From an optimization exercise on the open Yosys and OpenROAD flow, aimed at small area; shortcuts taken in it are not production practice. Only simulation tests tie the RTL to the original design; equivalence was not proved.

==> flow/design.v, too long to show whole: its modules and the start of the top module <==
// module buck_converter: 1109 lines
module buck_converter(clk_i, rst_i, e_i, v_1_o, v_2i_o, v_2d_o, a_out );
  // ...
==> flow/run.sh <==
#!/bin/bash
# synth_recipe.tcl (not shown) runs the flow's synth.tcl, then flattens the netlist and writes it again
# the make line also repeats each setting of config.mk as NAME=value (left out here)
make -C /OpenROAD-flow-scripts/flow DESIGN_CONFIG=/design/flow/config.mk WORK_HOME=/design/flow/orfs CLKGATE_MAP_FILE= SYNTH_SCRIPT=/design/flow/synth_recipe.tcl finish
==> flow/config.mk <==
export PLATFORM = sky130hd
export DESIGN_NAME = buck_converter
export DESIGN_NICKNAME = buck_converter
export VERILOG_FILES = /design/flow/design.v
export SDC_FILE = /design/flow/constraint.sdc
export NUM_CORES = 4
export LEC_CHECK = 0
export ABC_AREA = 1
export CAP_MARGIN = 20
export CORE_MARGIN = 2
export CORE_UTILIZATION = 40
export CTS_BUF_LIST = sky130_fd_sc_hd__clkbuf_2 sky130_fd_sc_hd__clkbuf_4 sky130_fd_sc_hd__clkbuf_8
export PLACE_DENSITY = 0.6
export SLEW_MARGIN = 20
==> flow/constraint.sdc <==
create_clock -name core_clock -period 11.0 [get_ports {clk_i}]
set_input_delay 2.2000 -clock core_clock [delete_from_list [all_inputs] [get_ports {clk_i}]]
set_output_delay 2.2000 -clock core_clock [all_outputs]
set_load 0.01 [all_outputs]
==> flow_summary.json, run 1 <==
{
  "run_status": "no timing/DRC/antenna violations",
  "max_slew.worst_pin.slew_ns": 0.976,
  "placed_cells_incl_taps": 2317,
  "report.final.setup_viol": 0,
  "post_dp_cell_area_mm2": 0.0174,
  "grt.overflow.total": 0,
  "max-cap-violations": 0,
  "root_buffer": "sky130_fd_sc_hd__clkbuf_8",
  "finalHoldViolCount": 0,
  "fraction_of_registers_with_async_set_or_reset_after_synthesis_pct": 0,
  "detailroute.via_count": 11000,
  "relSlewSlack_pct": 34.3,
  "global_route.usage.met2_pct": 35.8,
  "dr.first_iter.drc_count": 583,
  "first_global_vias": 11600,
  "worst-path-stages": 57,
  "synth_simple_gate_area_share_pct": 9.47,
  "cts-buffers-inserted": 17,
  "finalMaxSlewViolations": 0,
  "cpLargestDelayFamily": "adder cells",
  "area_share_clock_buf_inv_pct": 2.32,
  "non_clock_inverter_count": 527,
  "num-nets-final": 2251,
  "yosysMostFrequentCell": "sky130_fd_sc_hd__inv_1",
  "worst-setup-path-type": "register to register",
  "worstSetupStartpoint": "a",
  "core.rowCount": 72,
  "synth.top_cell.area_share_pct": 39.8,
  "buffer_share_of_cell_area_pct": 6.70,
  "synth-edff-count": 0,
  "ys_top_cells_by_count": "sky130_fd_sc_hd__inv_1, sky130_fd_sc_hd__fa_1, sky130_fd_sc_hd__dfxtp_1",
  "clock_sinks": 176,
  "io_buffer_count": 98
}
==> inputs of run 2 (changes only) <==
--- a/flow/config.mk
+++ b/flow/config.mk
@@ -11,3 +11,2 @@
 export CORE_UTILIZATION = 40
-export CTS_BUF_LIST = sky130_fd_sc_hd__clkbuf_2 sky130_fd_sc_hd__clkbuf_4 sky130_fd_sc_hd__clkbuf_8
 export PLACE_DENSITY = 0.6
==> flow_summary.json, run 2 <==
{
  "critical_path.startpoint_type": "register",
  "worst-setup-path-type": "register to register",
  "grt_first_pass_wirelength_um": 64000,
  "drc_errors": 0,
  "fillCellCount": 3715,
  "synth-seq-cells": 176,
  "cts_tree": "done",
  "most_common_cell_after_layout_fill_and_taps_aside": "sky130_fd_sc_hd__inv_1",
  "hold_class": "register to register",
  "synth_sequential_area_ratio_pct": 22.3,
  "max_slew.worst_pin.slew_ns": 0.986,
  "yosysMostFrequentCell": "sky130_fd_sc_hd__inv_1",
  "number_of_nets_with_antenna_violations_after_routing": 0,
  "setup.reg_to_reg.worst_slack_ns": 0.64,
  "highest_count_cells_in_the_layout_ignoring_fill_and_taps": "sky130_fd_sc_hd__inv_1, sky130_fd_sc_hd__fa_1, sky130_fd_sc_hd__dfxtp_1, sky130_fd_sc_hd__nand2_1, sky130_fd_sc_hd__o21ai_0",
  "pin_count_of_the_biggest_net_entering_global_routing": 139,
  "relSlewSlack_pct": 33.6,
  "most_used_flip_flop_cell_after_synthesis": "sky130_fd_sc_hd__dfxtp_1",
  "cpLargestDelayFamily": "adder cells",
  "synth.cell_area_mm2": 0.0158,
  "max-cap-violations": 0,
  "cts-buffers-inserted": 17,
  "setup_ws_ns": 0.644,
  "layout.area.seq_mm2": 0.00353,
  "skew_ns": 0.0155,
  "design.core.area_mm2": 0.0388,
  "largest-register": "q",
  "firstDrtPassIters": 5,
  "first_global_vias": 11600,
  "grt_antenna_before_repair": 0,
  "die_area_mm2": 0.0411,
  "die_w_um": 203,
  "critPathMaxFanout": 13,
  "critical-path-max-stage-delay_ns": 0.49,
  "largest_register_ffs": 48,
  "min_to": "v_1[15]",
  "gp_routability_congestion": 0.864,
  "pre_cts_slack_ns": 0.230,
  "cp_data_arrival_time_ns": 10.68,
  "root_buffer": "sky130_fd_sc_hd__clkbuf_16",
  "wire_per_inst_um": 17.2,
  "clock_sinks": 176,
  "worst_r2r_endpoint": "v_2h[28]",
  "synth.area.top_cells": "sky130_fd_sc_hd__fa_1, sky130_fd_sc_hd__dfxtp_1, sky130_fd_sc_hd__inv_1, sky130_fd_sc_hd__ha_1, sky130_fd_sc_hd__nand2_1",
  "fraction_of_registers_with_async_set_or_reset_after_synthesis_pct": 0,
  "ys_warn_count": 1,
  "avgViaCountPerCell": 4.70,
  "hold_startpoint": "v_1[15]",
  "synth.avg_cell_area_um2": 9.17,
  "timing.final.crit_share_pct": 94.1,
  "placed_cells_incl_taps": 2317,
  "critPathBufInv": 13,
  "worst_path_most_repeated_cell": "sky130_fd_sc_hd__inv_1",
  "clock.fmax_mhz": 96.6,
  "slowest_stage": "sky130_fd_sc_hd__fa_1",
  "holdPathStages": 2,
  "ys_top_cells_by_count": "sky130_fd_sc_hd__inv_1, sky130_fd_sc_hd__fa_1, sky130_fd_sc_hd__dfxtp_1",
  "htree_num_levels": 4,
  "num-nets-final": 2251,
  "synth-edff-count": 0,
  "wl_um": 40500,
  "detailroute.via_count": 11100,
  "io_buffer_count": 98,
  "drive_above_1_share_pct": 5.72,
  "grt.overflow.total": 0,
  "ctsLongestPathBuffers": 2,
  "dr.first_iter.drc_count": 593,
  "clkTransAtPathRegs_ns": 0.08,
  "run_status": "no timing/DRC/antenna violations",
  "floorplan.io_pins": 99,
  "timing.critical_path.required_ns": 11.32,
  "report.final.setup_viol": 0,
  "final_cell_area_mm2": 0.0181,
  "worst-r2r-cell-count": 58,
  "fin_cells": 2353,
  "final_period_minus_worst_setup_slack_ns": 10.36,
  "finalMaxSlewViolations": 0,
  "yosys.area.top_type": "sky130_fd_sc_hd__fa_1",
  "hpwl_um": 33000,
  "die_height_um": 203,
  "synth.top_cell.area_share_pct": 39.8,
  "timing.rr.start": "a",
  "area_growth_syn_to_layout_pct": 14.7,
  "global_route.usage.total_pct": 20.8,
  "multi_input_comb_area_mm2": 0.0102,
  "antenna_cells": 0,
  "critPathCaptureType": "register",
  "insertion_delay_ns": 0.47,
  "postSynthCellCount": 1723,
  "setup_total_negative_slack_ns": 0,
  "post_dp_cell_area_mm2": 0.0174,
  "cell_variety_after_synth": 32,
  "number_of_nets_in_the_synthesized_netlist": 2152,
  "finalHoldViolCount": 0,
  "core.rowCount": 72,
  "cts-hold-fix-buffers": 0,
  "initial_utilization_pct": 40.7
}
==> run 2: through the flow <==
stage	utilization [%]	hold WS, ns
2_1_floorplan	-	0.466
3_3_place_gp	44.9	0.480
3_5_place_dp	44.9	0.483
4_1_cts	46.4	0.506
5_1_grt	46.7	0.533
6_report	46.7	0.502
==> run 2: worst max path at each step <==
stage	from	to	cells past startpoint
2_1_floorplan	a	v_2h[28]	60
3_3_place_gp	a	v_2h[28]	58
3_5_place_dp	a	v_2h[28]	58
4_1_cts	a	v_2h[28]	58
5_1_grt	a	v_2h[28]	58
6_report	a	v_2h[28]	58
==> run 2: cell type report <==
| class | count | area share, % |
|---|---|---|
| clock buffers | 19 | 2.51 |
| clock inverters | 13 | 0.801 |
| inverters | 527 | 11.0 |
| multi-input cells | 977 | 56.0 |
| flip-flops and latches | 176 | 19.5 |
| well taps | 518 | 3.58 |
| repair buffers | 123 | 6.63 |
==> run 2: cells by family (layout without fill, tap and decap cells) <==
| family | Yosys count | after routing | synth area share [%] |
|---|---|---|---|
| buf+inv | 570 | 682 | 13.6 |
| fa+ha+maj | 395 | 395 | 46.2 |
| simple gates | 339 | 339 | 9.47 |
| compound gates | 229 | 229 | 7.61 |
| flops | 176 | 176 | 22.3 |
| xor+xnor | 14 | 14 | 0.776 |
==> run 2: per-layer routing <==
layer  wire (um)  GRT usage (%)  vias to the layer above  share of wire, %
met3        1630           3.63                       61               4.0
met5           0              0                        -                 0
met2       20300           36.2                      241                50
met1       17200           26.0                     5515                43
li1            -              -                     5250                 -
met4        1270           7.33                        0               3.1
==> run 2: what timing repair did <==
item,CTS,global route
gates resized for setup,0,16
setup buffers,0,3
setup endpoints to repair,0,16
==> run 2: worst register-to-register path: cells and delay by family (launching register included) <==
kind | cells | cell delay, ns
compound gates | 4 | 0.33
fa+ha+maj | 20 | 6.73
buf+inv | 13 | 0.88
flops | 1 | 0.37
simple gates | 21 | 1.89
==> inputs of run 3 (changes only) <==
==> flow/flow/run.sh (new file) <==
#!/bin/bash
# Own layout flow: the standard synthesis, then the same synthesis run
# again on a copy of design.v whose spelled-out full/half adders are turned
# into sky130 fa/ha cells (flow/mknet.py), so Yosys cannot re-extract them
# with inverters around them.  The adder netlist is used only if its
# registers (names and cell types) are exactly those of the standard
# synthesis; otherwise the standard netlist is laid out.  The rest is
# the standard flow (standard.sh).
set -euo pipefail
W=$(pwd)
R=$W/orfs/results/$FLOW_PLATFORM/buck_converter/base
RF=$W/orfs_fa/results/$FLOW_PLATFORM/buck_converter/base
EXTRA=()
if [[ -f flow/extra.txt ]]; then mapfile -t EXTRA < flow/extra.txt; fi

bash standard.sh synth > std_synth.log 2>&1
cp "$R/1_2_yosys.v" "$W/std_1_2_yosys.v"

use_fa=0
if python3 flow/mknet.py design.v "$W/design_fa.v" > mknet.log 2>&1; then
  sed "s#WORK_HOME=[^ ]*#WORK_HOME=$W/orfs_fa#" standard.sh > standard_fa.sh
  if bash standard_fa.sh VERILOG_FILES="$W/design_fa.v" synth > fa_synth.log 2>&1; then
    if python3 flow/netopt.py "$RF/1_2_yosys.v" "$W/fa_opt.v" > netopt.log 2>&1 \
       && python3 flow/regcmp.py "$W/std_1_2_yosys.v" "$W/fa_opt.v" > regcmp.log 2>&1; then
      use_fa=1
    fi
  fi
fi
echo "use_fa=$use_fa" | tee use_fa.log
if [[ $use_fa == 1 ]]; then
  cp "$W/fa_opt.v" "$R/1_2_yosys.v"
  rm -f "$R/1_synth.odb" "$R/1_synth.sdc"
fi
bash standard.sh "${EXTRA[@]}" finish > finish.log 2>&1
==> flow/flow/extra.txt (new file) <==
BUFFER_PORTS_ARGS=-buffer_cell sky130_fd_sc_hd__buf_1
==> flow/flow/mknet.py (new file) <==
#!/usr/bin/env python3
"""Turn the full and half adders that design.v spells out as
    wire s = x ^ y ^ z;  wire c = (x & y) | (z & (x ^ y));
    wire s = x ^ y;      wire c = x & y;
into sky130 fa/ha cell instances, so that synthesis keeps them as written.
usage: mknet.py design.v out.v"""
import re, sys

NAME = r'[A-Za-z_][\w$]*(?:\[\d+\])?'
W = re.compile(r'^\s*wire\s+(' + NAME + r')\s*=\s*(.*?);\s*$')
lines = open(sys.argv[1]).read().split('\n')
out = []
i = 0
nfa = nha = 0
while i < len(lines):
    m1 = W.match(lines[i])
    m2 = W.match(lines[i + 1]) if m1 and i + 1 < len(lines) else None
    if m1 and m2:
        s, e1 = m1.groups(); c, e2 = m2.groups()
        f = re.fullmatch(r'(%s) \^ (%s) \^ (%s)' % (NAME, NAME, NAME), e1)
        if f:
            x, y, z = f.groups()
            if e2 == '(%s & %s) | (%s & (%s ^ %s))' % (x, y, z, x, y):
                out.append('  wire %s, %s;' % (s, c))
                out.append('  sky130_fd_sc_hd__fa_1 fa%d (.A(%s), .B(%s), .CIN(%s), .SUM(%s), .COUT(%s));' % (nfa, x, y, z, s, c))
                nfa += 1; i += 2; continue
        h = re.fullmatch(r'(%s) \^ (%s)' % (NAME, NAME), e1)
        if h:
            x, y = h.groups()
            if e2 == '%s & %s' % (x, y):
                out.append('  wire %s, %s;' % (s, c))
                out.append('  sky130_fd_sc_hd__ha_1 ha%d (.A(%s), .B(%s), .SUM(%s), .COUT(%s));' % (nha, x, y, s, c))
                nha += 1; i += 2; continue
    out.append(lines[i]); i += 1
open(sys.argv[2], 'w').write('\n'.join(out))
sys.stderr.write('mknet: %d fa, %d ha\n' % (nfa, nha))
==> flow/flow/netopt.py (new file) <==
#!/usr/bin/env python3
"""Remove inverters around full adders in a flat Yosys netlist.

A full adder is self-dual: FA(~a,~b,~c) = (~sum, ~cout).  Every sky130 fa
cell may therefore be "flipped" (fed complemented inputs, giving
complemented outputs).  This script drops the netlist's inverters, picks a
flip for each fa cell that needs few inverters, and puts back one inverter
per signal whose complement is still needed.  Registers, ports and all
other cells are left as they are.

usage: netopt.py IN.v OUT.v
"""
import re, sys, collections

INV = re.compile(r'sky130_fd_sc_hd__(clk)?inv_\d+$')
FA = re.compile(r'sky130_fd_sc_hd__fa_\d+$')
OUTPINS = {'X', 'Y', 'Q', 'Q_N', 'COUT', 'SUM', 'HI', 'LO'}

def main():
    src = open(sys.argv[1]).read()
    m = re.search(r'^module\s+(\S+)\s*\((.*?)\);', src, re.M | re.S)
    body_start = m.end()
    end = src.rindex('endmodule')
    body = src[body_start:end]
    # split declarations and cells
    cell_re = re.compile(r'^\s*(sky130_fd_sc_hd__\w+)\s+(\S+)\s*\((.*?)\);', re.M | re.S)
    cells = []
    for cm in cell_re.finditer(body):
        pins = [(p, n.strip()) for p, n in re.findall(r'\.(\w+)\(([^()]*)\)', cm.group(3))]
        cells.append([cm.group(1), cm.group(2), pins])
    decl = cell_re.sub('', body)
    assert 'assign' not in decl, 'assign statements are not handled'
    ports_out = set()
    ports_in = set()
    for d, rng, names in re.findall(r'^\s*(input|output)\s*(\[\d+:\d+\])?\s*([^;]+);', decl, re.M):
        for nm in names.split(','):
            nm = nm.strip()
            if rng:
                hi, lo = map(int, rng[1:-1].split(':'))
                bits = ['%s[%d]' % (nm, i) for i in range(min(hi, lo), max(hi, lo) + 1)]
            else:
                bits = [nm]
            (ports_out if d == 'output' else ports_in).update(bits)
    def norm(n): return n.replace(' ', '')
    driver = {}
    for ci, (t, nm, pins) in enumerate(cells):
        for p, n in pins:
            if p in OUTPINS: driver[norm(n)] = (ci, p)
    # inverters that may be removed: not driving a port
    removable = set()
    for ci, (t, nm, pins) in enumerate(cells):
        if INV.match(t):
            y = norm(dict(pins)['Y'])
            if y not in ports_out: removable.add(ci)
    def resolve(n):
        """(source net, parity) through removable inverters."""
        par = 0
        n = norm(n)
        seen = 0
        while n in driver and driver[n][0] in removable:
            ci = driver[n][0]
            n = norm(dict(cells[ci][2])['A']); par ^= 1
            seen += 1
            assert seen < 100
        return n, par
    fas = [ci for ci, c in enumerate(cells) if FA.match(c[0])
           and not any(p in OUTPINS and norm(n) in ports_out for p, n in c[2])]
    isfa = set(fas)
    # consumers: (cell index, pin, src, par)
    cons = []
    for ci, (t, nm, pins) in enumerate(cells):
        if ci in removable: continue
        for pi, (p, n) in enumerate(pins):
            if p in OUTPINS: continue
            if n.startswith("1'b") or n == '': continue
            s, par = resolve(n)
            cons.append((ci, pi, s, par))
    # output ports driven through removable inverters are not possible (excluded above)
    srcfa = {}   # src net -> fa cell index driving it
    for ci in fas:
        for p, n in cells[ci][2]:
            if p in OUTPINS: srcfa[norm(n)] = ci
    by_src = collections.defaultdict(list)
    by_cell = collections.defaultdict(list)
    for k, (ci, pi, s, par) in enumerate(cons):
        by_src[s].append(k); by_cell[ci].append(k)
    phi = collections.defaultdict(int)
    def need(k):
        ci, pi, s, par = cons[k]
        return par ^ phi[ci] ^ (phi[srcfa[s]] if s in srcfa else 0)
    def src_cost(s):
        return 1 if any(need(k) for k in by_src[s]) else 0
    def affected(f):
        ss = set(cons[k][2] for k in by_cell[f])
        for p, n in cells[f][2]:
            if p in OUTPINS: ss.add(norm(n))
        return ss
    total = sum(src_cost(s) for s in by_src)
    before = len(removable)
    improved = True
    it = 0
    while improved and it < 50:
        improved = False; it += 1
        for f in fas:
            ss = affected(f)
            c0 = sum(src_cost(s) for s in ss)
            phi[f] ^= 1
            c1 = sum(src_cost(s) for s in ss)
            if c1 < c0:
                total += c1 - c0; improved = True
            else:
                phi[f] ^= 1
    # rebuild
    invnet = {}
    newcells = []
    newwires = []
    for k, (ci, pi, s, par) in enumerate(cons):
        if need(k):
            if s not in invnet:
                nn = '_ninv%d_' % len(invnet)
                invnet[s] = nn
                newwires.append(nn)
                newcells.append(['sky130_fd_sc_hd__inv_1', '_ninvc%d_' % (len(invnet) - 1),
                                 [('A', s), ('Y', nn)]])
            net = invnet[s]
        else:
            net = s
        p, _ = cells[ci][2][pi]
        cells[ci][2][pi] = (p, net)
    out = []
    def fmt(n):
        if n.startswith('\\') or (not re.match(r'^[A-Za-z_][\w$]*(\[\d+\])?$', n)):
            if not n.startswith('\\'): n = '\\' + n
            return n + ' '
        return n
    def fmtnet(n):
        # bus bit of a declared vector (e.g. e_i[3]) or an escaped name
        mm = re.match(r'^(\\\S+?)(\[\d+\])?$', n)
        if n.startswith('\\'):
            # escaped identifiers were normalised without the trailing space
            mb = re.match(r'^(\\\S*?)(\[\d+\])$', n)
            if mb and mb.group(1) + mb.group(2) == n and False: pass
            return n + ' '
        return n
    lines = [src[:body_start], decl.rstrip() + '\n']
    for w in newwires: lines.append('  wire %s;\n' % w)
    for ci, (t, nm, pins) in enumerate(cells + newcells):
        if ci < len(cells) and ci in removable: continue
        lines.append('  %s %s (\n%s\n  );\n' % (t, nm, ',\n'.join('    .%s(%s)' % (p, fmtnet(n)) for p, n in pins)))
    lines.append('endmodule\n')
    open(sys.argv[2], 'w').write(''.join(lines))
    sys.stderr.write('netopt: %d inverters before, %d after; %d of %d fa cells flipped\n'
                     % (before, len(invnet), sum(phi[f] for f in fas), len(fas)))

main()
==> flow/flow/regcmp.py (new file) <==
#!/usr/bin/env python3
"""Exit 0 only if two flat netlists have the same registers: the same
instance names, each of the same cell type (clocked cells: any cell with a
CLK pin)."""
import re, sys

def regs(path):
    txt = open(path).read()
    out = {}
    for t, n, pins in re.findall(r'(sky130_fd_sc_hd__\w+)\s+(\S+)\s*\((.*?)\);', txt, re.S):
        if re.search(r'\.CLK\(', pins):
            out[n] = t
    return out

a, b = regs(sys.argv[1]), regs(sys.argv[2])
if a != b or not a:
    print('registers differ: %d vs %d' % (len(a), len(b)))
    for k in sorted(set(a) ^ set(b))[:20]: print(' ', k, a.get(k), b.get(k))
    sys.exit(1)
print('registers match: %d' % len(a))
==> flow/standard.sh (new file) <==
#!/bin/bash
# synth_recipe.tcl (not shown) runs the flow's synth.tcl, then flattens the netlist and writes it again
# the make line also repeats each setting of config.mk as NAME=value (left out here)
make -C /OpenROAD-flow-scripts/flow DESIGN_CONFIG=/design/flow/config.mk WORK_HOME=/design/flow/orfs CLKGATE_MAP_FILE= SYNTH_SCRIPT=/design/flow/synth_recipe.tcl "${@:-finish}"
--- a/flow/config.mk
+++ b/flow/config.mk
@@ -11,2 +11,3 @@
 export CORE_UTILIZATION = 40
+export CTS_BUF_LIST = sky130_fd_sc_hd__clkbuf_2 sky130_fd_sc_hd__clkbuf_4 sky130_fd_sc_hd__clkbuf_8
 export PLACE_DENSITY = 0.6
removed: flow/run.sh
==> flow_summary.json, run 3 <==
{
  "synth.avg_cell_area_um2": 10.2,
  "first_global_vias": 10900,
  "finalHoldWorstSlack_ns": 0.467,
  "area_growth_syn_to_layout_pct": 9.61,
  "io_buffer_count": 98,
  "highest_count_cells_in_the_layout_ignoring_fill_and_taps": "sky130_fd_sc_hd__fa_1, sky130_fd_sc_hd__inv_1, sky130_fd_sc_hd__nand2_1, sky130_fd_sc_hd__dfxtp_1, sky130_fd_sc_hd__buf_1",
  "die_height_um": 197,
  "global_route.usage.total_pct": 21.0,
  "report.final.setup_viol": 0,
  "slowest_stage": "sky130_fd_sc_hd__fa_1",
  "num-nets-final": 1996,
  "worst-setup-path-type": "register to register",
  "die_w_um": 197,
  "cpLargestDelayFamily": "adder cells",
  "hold_class": "register to register",
  "htree_num_levels": 4,
  "critPathMaxFanout": 6,
  "skew_ns": 0.0159,
  "cp_data_arrival_time_ns": 10.95,
  "root_buffer": "sky130_fd_sc_hd__clkbuf_8",
  "wl_um": 38100,
  "cts-buffers-inserted": 17,
  "post_dp_cell_area_mm2": 0.0159,
  "design.core.area_mm2": 0.0367,
  "antenna_cells": 0,
  "cts_tree": "done",
  "firstDrtPassIters": 7,
  "number_of_nets_with_antenna_violations_after_routing": 0,
  "drc_errors": 0,
  "final_period_minus_worst_setup_slack_ns": 10.57,
  "avgViaCountPerCell": 4.97,
  "pin_count_of_the_biggest_net_entering_global_routing": 88,
  "multi_input_comb_area_mm2": 0.0103,
  "hold_startpoint": "v_1[8]",
  "grt.overflow.total": 0,
  "most_common_cell_after_layout_fill_and_taps_aside": "sky130_fd_sc_hd__fa_1",
  "setup_total_negative_slack_ns": 0,
  "worstSetupStartpoint": "a",
  "worst_path_most_repeated_cell": "sky130_fd_sc_hd__fa_1",
  "max-cap-violations": 0,
  "finalHoldViolCount": 0,
  "layout.area.seq_mm2": 0.00353,
  "grt_antenna_before_repair": 0,
  "final_cell_area_mm2": 0.0164,
  "max_slew.worst_pin.slew_ns": 0.936,
  "timing.critical_path.required_ns": 11.38,
  "grt_first_pass_wirelength_um": 60500,
  "finalMaxSlewViolations": 0,
  "cts-hold-fix-buffers": 0,
  "grt_setup_unrepaired": "no",
  "largest-register": "q",
  "critPathBufInv": 4,
  "initial_utilization_pct": 40.8,
  "ys_warn_count": 1,
  "timing.rr.start": "a",
  "core.rowCount": 70,
  "floorplan.io_pins": 99,
  "postSynthCellCount": 1469,
  "hpwl_um": 31800,
  "ctsLongestPathBuffers": 2,
  "critical-path-max-stage-delay_ns": 0.54,
  "synth.cell_area_mm2": 0.0150,
  "insertion_delay_ns": 0.49,
  "number_of_nets_in_the_synthesized_netlist": 1899,
  "critical_path.startpoint_type": "register",
  "fillCellCount": 3517,
  "run_status": "no timing/DRC/antenna violations",
  "drive_above_1_share_pct": 7.55,
  "die_area_mm2": 0.0390,
  "clkTransAtPathRegs_ns": 0.09,
  "critPathCaptureType": "register",
  "clock.fmax_mhz": 94.7,
  "wire_per_inst_um": 18.6,
  "gp_routability_congestion": 0.896,
  "relSlewSlack_pct": 37.6,
  "timing.final.crit_share_pct": 96.0,
  "dr.first_iter.drc_count": 476,
  "largest_register_ffs": 48,
  "clock_sinks": 176,
  "detailroute.via_count": 10200
}
run 3: worst min-delay path, stage by stage (launching register included):
cell and delay, ns:
sky130_fd_sc_hd__dfxtp_1 0.32, sky130_fd_sc_hd__nand2_1 0.06, sky130_fd_sc_hd__a21oi_1 0.05
run 3: what timing repair did:
action / in CTS / in global routing
resized for setup: 1 / 10
endpoints found under the setup margin: 1 / 8
pin swaps: 0 / 6
setup buffers: 0 / 1
run 3: routing by layer:
metal	track usage, %	part of all wire (%)	vias to the layer above	routed length [um]
li1	-	-	4686	-
met1	26.3	41	5178	15600
met2	37.1	51	254	19500
met3	4.39	5.7	47	2160
met4	5.15	2.3	0	885
met5	0	0	-	0
run 3: path summary, 6_finish.rpt:
path	cells after the start	slack, ns	endpoint
max	44	0.43	v_2h[28]
min	2	0.47	v_1[8]
min reg2reg	2	0.47	v_1[8]
max reg2reg	44	0.43	v_2h[28]
run 3: area by class of cell:
cell class | instances | share of cell area (%)
clock buffer | 20 | 1.60
clock inverter | 10 | 0.999
inverter | 264 | 6.05
multi-input combinational | 987 | 63.0
sequential | 176 | 21.5
tap | 468 | 3.57
timing repair buffer | 120 | 3.26
run 3: through the flow:
step	setup WS (ns)	util [%]	cells
6_report	0.435	44.7	2045
3_5_place_dp	0.0540	43.5	2014
4_1_cts	0.0201	44.6	2044
3_3_place_gp	0.155	43.5	2014
2_1_floorplan	0.0173	-	1469
5_1_grt	0.00104	44.7	2045

[static timing again, ports no longer ideal]
In the flow no input, the clock included, has a driving cell. The finished layouts below were timed again as built, in two steps. Step 1 (the two cells are an assumption about what drives the block):
set clk [get_ports {clk_i}]
set_driving_cell -lib_cell sky130_fd_sc_hd__clkbuf_16 $clk
set_driving_cell -lib_cell sky130_fd_sc_hd__buf_2 [delete_from_list [all_inputs] $clk]
Step 2 also shifts input and output timing later by t, the mid clock arrival at the registers, as if the neighbouring blocks saw the same clock. Three values: no drivers, after step 1, after step 2; two values: the first two.
| run | shift t [ns] | slack for setup (ns) | worst setup path at the end | clock arrival spread, ns | pins driven straight from the clock port |
|---|---|---|---|---|---|
| run 1 | 0.568 | 0.706 / 0.706 / 0.706 | register to register | 0.024 / 0.024 | 1 |
| run 2 | 0.516 | 0.644 / 0.644 / 0.644 | register to register | 0.016 / 0.016 | 1 |
| run 3 | 0.531 | 0.435 / 0.435 / 0.435 | register to register | 0.017 / 0.016 | 1 |
After both steps setup and hold are still met in every run listed.
